What follows belongs to an exercise in optimizing a design on an open flow for small area; a production flow would make more cautious choices. In this exercise RTL edits were held to simulation tests only and were not proved equivalent to the original. No activity file was given, so power comes from the tool's default toggle rates.

==> flow/design.v <==
module branch_history_register #(parameter M = 4) (
    input logic clk,
    input logic reset,
    input logic branch_outcome,   
    output logic [M-1:0] bhr_out  
);
    always_ff @(posedge clk or posedge reset) begin
        if (reset)
            bhr_out <= '0;  
        else
            bhr_out <= {bhr_out[M-2:0], branch_outcome};  
    end
endmodule
module pht_nand2 (input logic a, input logic b, output logic y);
    assign y = ~(a & b);
endmodule
module pht_and2 (input logic a, input logic b, output logic y);
    assign y = a & b;
endmodule
module pht_or2 (input logic a, input logic b, output logic y);
    assign y = a | b;
endmodule
module pht_and3 (input logic a, input logic b, input logic c, output logic y);
    assign y = a & b & c;
endmodule
module pht_nand3 (input logic a, input logic b, input logic c, output logic y);
    assign y = ~(a & b & c);
endmodule
module pht_aoi22_nand3 (input logic [1:0] s, input logic [1:0] d,
                        input logic a, input logic b, output logic y);
    logic t;
    assign t = ~((s[0] & d[0]) | (s[1] & d[1]));
    assign y = ~(a & b & t);
endmodule
module pht_aoi222 (input logic [2:0] s, input logic [2:0] d, output logic y);
    assign y = ~((s[0] & d[0]) | (s[1] & d[1]) | (s[2] & d[2]));
endmodule
module pht_counter #(parameter N = 3) (
    input  logic         clk,
    input  logic         hold,      
    input  logic         col,       
    input  logic [N-1:0] rownew,    
    output logic [N-1:0] q
);
    always_ff @(posedge clk)
        q <= (q & {N{hold}}) | ({N{col}} & rownew);
endmodule
module pht_sel8 (
    input  logic [7:0] sel,
    input  logic [7:0] d,
    output logic       y
);
    logic [1:0] t;
    pht_aoi222      g0 (.s(sel[2:0]), .d(d[2:0]), .y(t[0]));
    pht_aoi222      g1 (.s(sel[5:3]), .d(d[5:3]), .y(t[1]));
    pht_aoi22_nand3 g2 (.s(sel[7:6]), .d(d[7:6]), .a(t[0]), .b(t[1]), .y(y));
endmodule
module pht_sel16 (
    input  logic [15:0] sel,
    input  logic [15:0] d,
    output logic        y
);
    logic [5:0] t;
    logic [1:0] u;
    genvar i;
    generate
        for (i = 0; i < 5; i++) begin : g_a
            pht_aoi222 g (.s(sel[3*i +: 3]), .d(d[3*i +: 3]), .y(t[i]));
        end
    endgenerate
    pht_nand2 g5 (.a(sel[15]), .b(d[15]), .y(t[5]));
    pht_nand3 g6 (.a(t[0]), .b(t[1]), .c(t[2]), .y(u[0]));
    pht_nand3 g7 (.a(t[3]), .b(t[4]), .c(t[5]), .y(u[1]));
    assign y = u[0] | u[1];
endmodule
module pht_col #(parameter N = 3, parameter R = 8) (
    input  logic           clk,
    input  logic [R-1:0]   row_w,    
    input  logic [R-1:0]   row_r,    
    input  logic           col_w,    
    input  logic [R*N-1:0] rownew,
    output logic [N-1:0]   rd        
);
    logic [N-1:0] q [R-1:0];
    logic [R-1:0] qb [N-1:0];
    logic [R-1:0] hold;
    genvar gr, gb;
    generate
        for (gr = 0; gr < R; gr++) begin : g_r
            pht_nand2 hg (.a(row_w[gr]), .b(col_w), .y(hold[gr]));
            pht_counter #(N) ctr (
                .clk(clk), .hold(hold[gr]), .col(col_w),
                .rownew(rownew[gr*N +: N]), .q(q[gr])
            );
            for (gb = 0; gb < N; gb++) begin : g_b
                assign qb[gb][gr] = q[gr][gb];
            end
        end
        for (gb = 0; gb < N; gb++) begin : g_rd
            pht_sel8 rsel (.sel(row_r), .d(qb[gb]), .y(rd[gb]));
        end
    endgenerate
endmodule
module mnk_bit_predictor #(parameter K = 4,
                        parameter N = 2,
                        parameter M = 4
                        ) (
    input logic clk,
    input logic reset,
    input logic [K-1:0] index,
    input logic [M-1:0] bhr_in,
    input logic branch_outcome,        
    output logic prediction            
);
    localparam R = 1 << M;    
    localparam C = 1 << K;    
    logic [R-1:0] row_r [2];
    logic [R-1:0] row_w;
    logic [C-1:0] col_r, col_w;
    logic [N-1:0] nxt;
    logic [R*N-1:0] rownew;
    logic [N-1:0] rd [C-1:0];
    logic [C-1:0] rdb [N-1:0];
    logic [N-1:0] cur;
    genvar gr, gc, gb, gh;
    generate
        for (gr = 0; gr < R; gr++) begin : g_rsel
            for (gh = 0; gh < 2; gh++) begin : g_h
                pht_and3 rdec (
                    .a(gr[0] ? bhr_in[0] : ~bhr_in[0]),
                    .b(gr[1] ? bhr_in[1] : ~bhr_in[1]),
                    .c(gr[2] ? bhr_in[2] : ~bhr_in[2]),
                    .y(row_r[gh][gr])
                );
            end
            pht_or2 rw (.a(row_r[0][gr]), .b(reset), .y(row_w[gr]));
            for (gb = 0; gb < N; gb++) begin : g_rn
                pht_and3 rn (.a(row_w[gr]), .b(nxt[gb]), .c(~reset),
                             .y(rownew[gr*N + gb]));
            end
        end
        for (gc = 0; gc < C; gc++) begin : g_csel
            assign col_r[gc] = (index == K'(gc));
            pht_or2 cw (.a(col_r[gc]), .b(reset), .y(col_w[gc]));
        end
        for (gc = 0; gc < C; gc++) begin : g_c
            pht_col #(N, R) pcol (
                .clk(clk), .row_w(row_w), .row_r(row_r[gc / (C / 2)]), .col_w(col_w[gc]),
                .rownew(rownew), .rd(rd[gc])
            );
            for (gb = 0; gb < N; gb++) begin : g_b
                assign rdb[gb][gc] = rd[gc][gb];
            end
        end
        for (gb = 0; gb < N; gb++) begin : g_rd
            pht_sel16 csel (.sel(col_r), .d(rdb[gb]), .y(cur[gb]));
        end
    endgenerate
    assign prediction = cur[N-1];
    always_comb begin
        if (reset)
            nxt = '0;
        else if (branch_outcome)
            nxt = (&cur) ? cur : cur + 1'b1;
        else
            nxt = (|cur) ? cur - 1'b1 : cur;
    end
endmodule
module predictor_top #(parameter M = 3, parameter K = 4, parameter N = 3) (
    input logic clk,
    input logic reset,
    input logic [K-1:0] index,
    input logic branch_outcome,  
    output logic prediction,      
    output logic success
);
    logic [M-1:0] bhr_out;
    branch_history_register #(M) bhr_inst (
        .clk(clk),
        .reset(reset),
        .branch_outcome(branch_outcome),
        .bhr_out(bhr_out)
    );
    mnk_bit_predictor #(K, N, M) pht_inst (
        .clk(clk),
        .reset(reset),
        .index(index),
        .bhr_in(bhr_out),
        .branch_outcome(branch_outcome),
        .prediction(prediction)
    );
    assign success = ~(prediction ^ branch_outcome);
endmodule
clock: 6.0 ns
lec_check: 0
cap_margin: 0
core_margin: 2
core_utilization: 75
cts_buf_list: sky130_fd_sc_hd__clkbuf_16
cts_cluster_diameter: 80
cts_cluster_size: 30
gpl_timing_driven: 0
place_density: 0.9
slew_margin: 0
synth_hierarchical: 1
synth_minimum_keep_size: 0
run.sh (not shown) runs the stock make flow with config.mk's settings and CLKGATE_MAP_FILE= SYNTH_SCRIPT=/design/flow/synth_recipe.tcl, a recipe that flattens the netlist after the stock synthesis.
Next try:
--- a/flow/design.v
+++ b/flow/design.v
@@ -16,9 +16,6 @@
 endmodule
 module pht_and2 (input logic a, input logic b, output logic y);
     assign y = a & b;
-endmodule
-module pht_or2 (input logic a, input logic b, output logic y);
-    assign y = a | b;
 endmodule
 module pht_and3 (input logic a, input logic b, input logic c, output logic y);
     assign y = a & b & c;
@@ -114,38 +111,34 @@
 );
     localparam R = 1 << M;    
     localparam C = 1 << K;    
-    logic [R-1:0] row_r [2];
-    logic [R-1:0] row_w;
+    logic [R-1:0] row_r, row_w;
     logic [C-1:0] col_r, col_w;
     logic [N-1:0] nxt;
     logic [R*N-1:0] rownew;
     logic [N-1:0] rd [C-1:0];
     logic [C-1:0] rdb [N-1:0];
     logic [N-1:0] cur;
-    genvar gr, gc, gb, gh;
+    genvar gr, gc, gb;
     generate
         for (gr = 0; gr < R; gr++) begin : g_rsel
-            for (gh = 0; gh < 2; gh++) begin : g_h
-                pht_and3 rdec (
-                    .a(gr[0] ? bhr_in[0] : ~bhr_in[0]),
-                    .b(gr[1] ? bhr_in[1] : ~bhr_in[1]),
-                    .c(gr[2] ? bhr_in[2] : ~bhr_in[2]),
-                    .y(row_r[gh][gr])
-                );
-            end
-            pht_or2 rw (.a(row_r[0][gr]), .b(reset), .y(row_w[gr]));
+            pht_and3 rdec (
+                .a(gr[0] ? bhr_in[0] : ~bhr_in[0]),
+                .b(gr[1] ? bhr_in[1] : ~bhr_in[1]),
+                .c(gr[2] ? bhr_in[2] : ~bhr_in[2]),
+                .y(row_r[gr])
+            );
+            assign row_w[gr] = row_r[gr] | reset;
             for (gb = 0; gb < N; gb++) begin : g_rn
-                pht_and3 rn (.a(row_w[gr]), .b(nxt[gb]), .c(~reset),
-                             .y(rownew[gr*N + gb]));
+                pht_and2 rn (.a(row_w[gr]), .b(nxt[gb]), .y(rownew[gr*N + gb]));
             end
         end
         for (gc = 0; gc < C; gc++) begin : g_csel
             assign col_r[gc] = (index == K'(gc));
-            pht_or2 cw (.a(col_r[gc]), .b(reset), .y(col_w[gc]));
+            assign col_w[gc] = col_r[gc] | reset;
         end
         for (gc = 0; gc < C; gc++) begin : g_c
             pht_col #(N, R) pcol (
-                .clk(clk), .row_w(row_w), .row_r(row_r[gc / (C / 2)]), .col_w(col_w[gc]),
+                .clk(clk), .row_w(row_w), .row_r(row_r), .col_w(col_w[gc]),
                 .rownew(rownew), .rd(rd[gc])
             );
             for (gb = 0; gb < N; gb++) begin : g_b
Outcome:
- hold slack is worse by 0.0040 ns
- flip-flop and latch count does not change
- core utilization grows by 2.5 points
- area after synthesis stays flat
- worst setup slack is better by 0.23 ns
- clock power hardly moves
- wire length grows by 4.3%
- non-clock buffer count grows by 10

separate check: timing with driven ports:
Ports are ideal in the flow. The routed layouts listed here were re-timed in OpenROAD.
Step 1: set_driving_cell puts a clkbuf_16 on clk and a buf_2 on each other input, an assumption about the parent block.
Step 2 moves the port delays by t, midway between the first and last clock arrival at a register: inputs arrive t later, outputs are due t later. That takes back most of the time a late clock gives input paths.
Three values: no drivers, after step 1, after step 2; two values: the first two.
run	t (ns)	slack for setup (ns)	hold WS [ns]	latest minus earliest clock arrival (ns)	worst data-port slew with drivers (ns)
the first run	0.568	0.295 / 0.249 / 0.299	0.491 / 0.491 / 0.491	0.020 / 0.020	0.05
the second run	0.569	0.523 / 0.523 / 0.146	0.487 / 0.487 / 0.487	0.019 / 0.018	0.04
After both steps setup and hold are still met in every run listed. For the second run, which loses most, drivers alone change the setup slack by 0.000 ns; drivers and shift together by -0.377 ns.
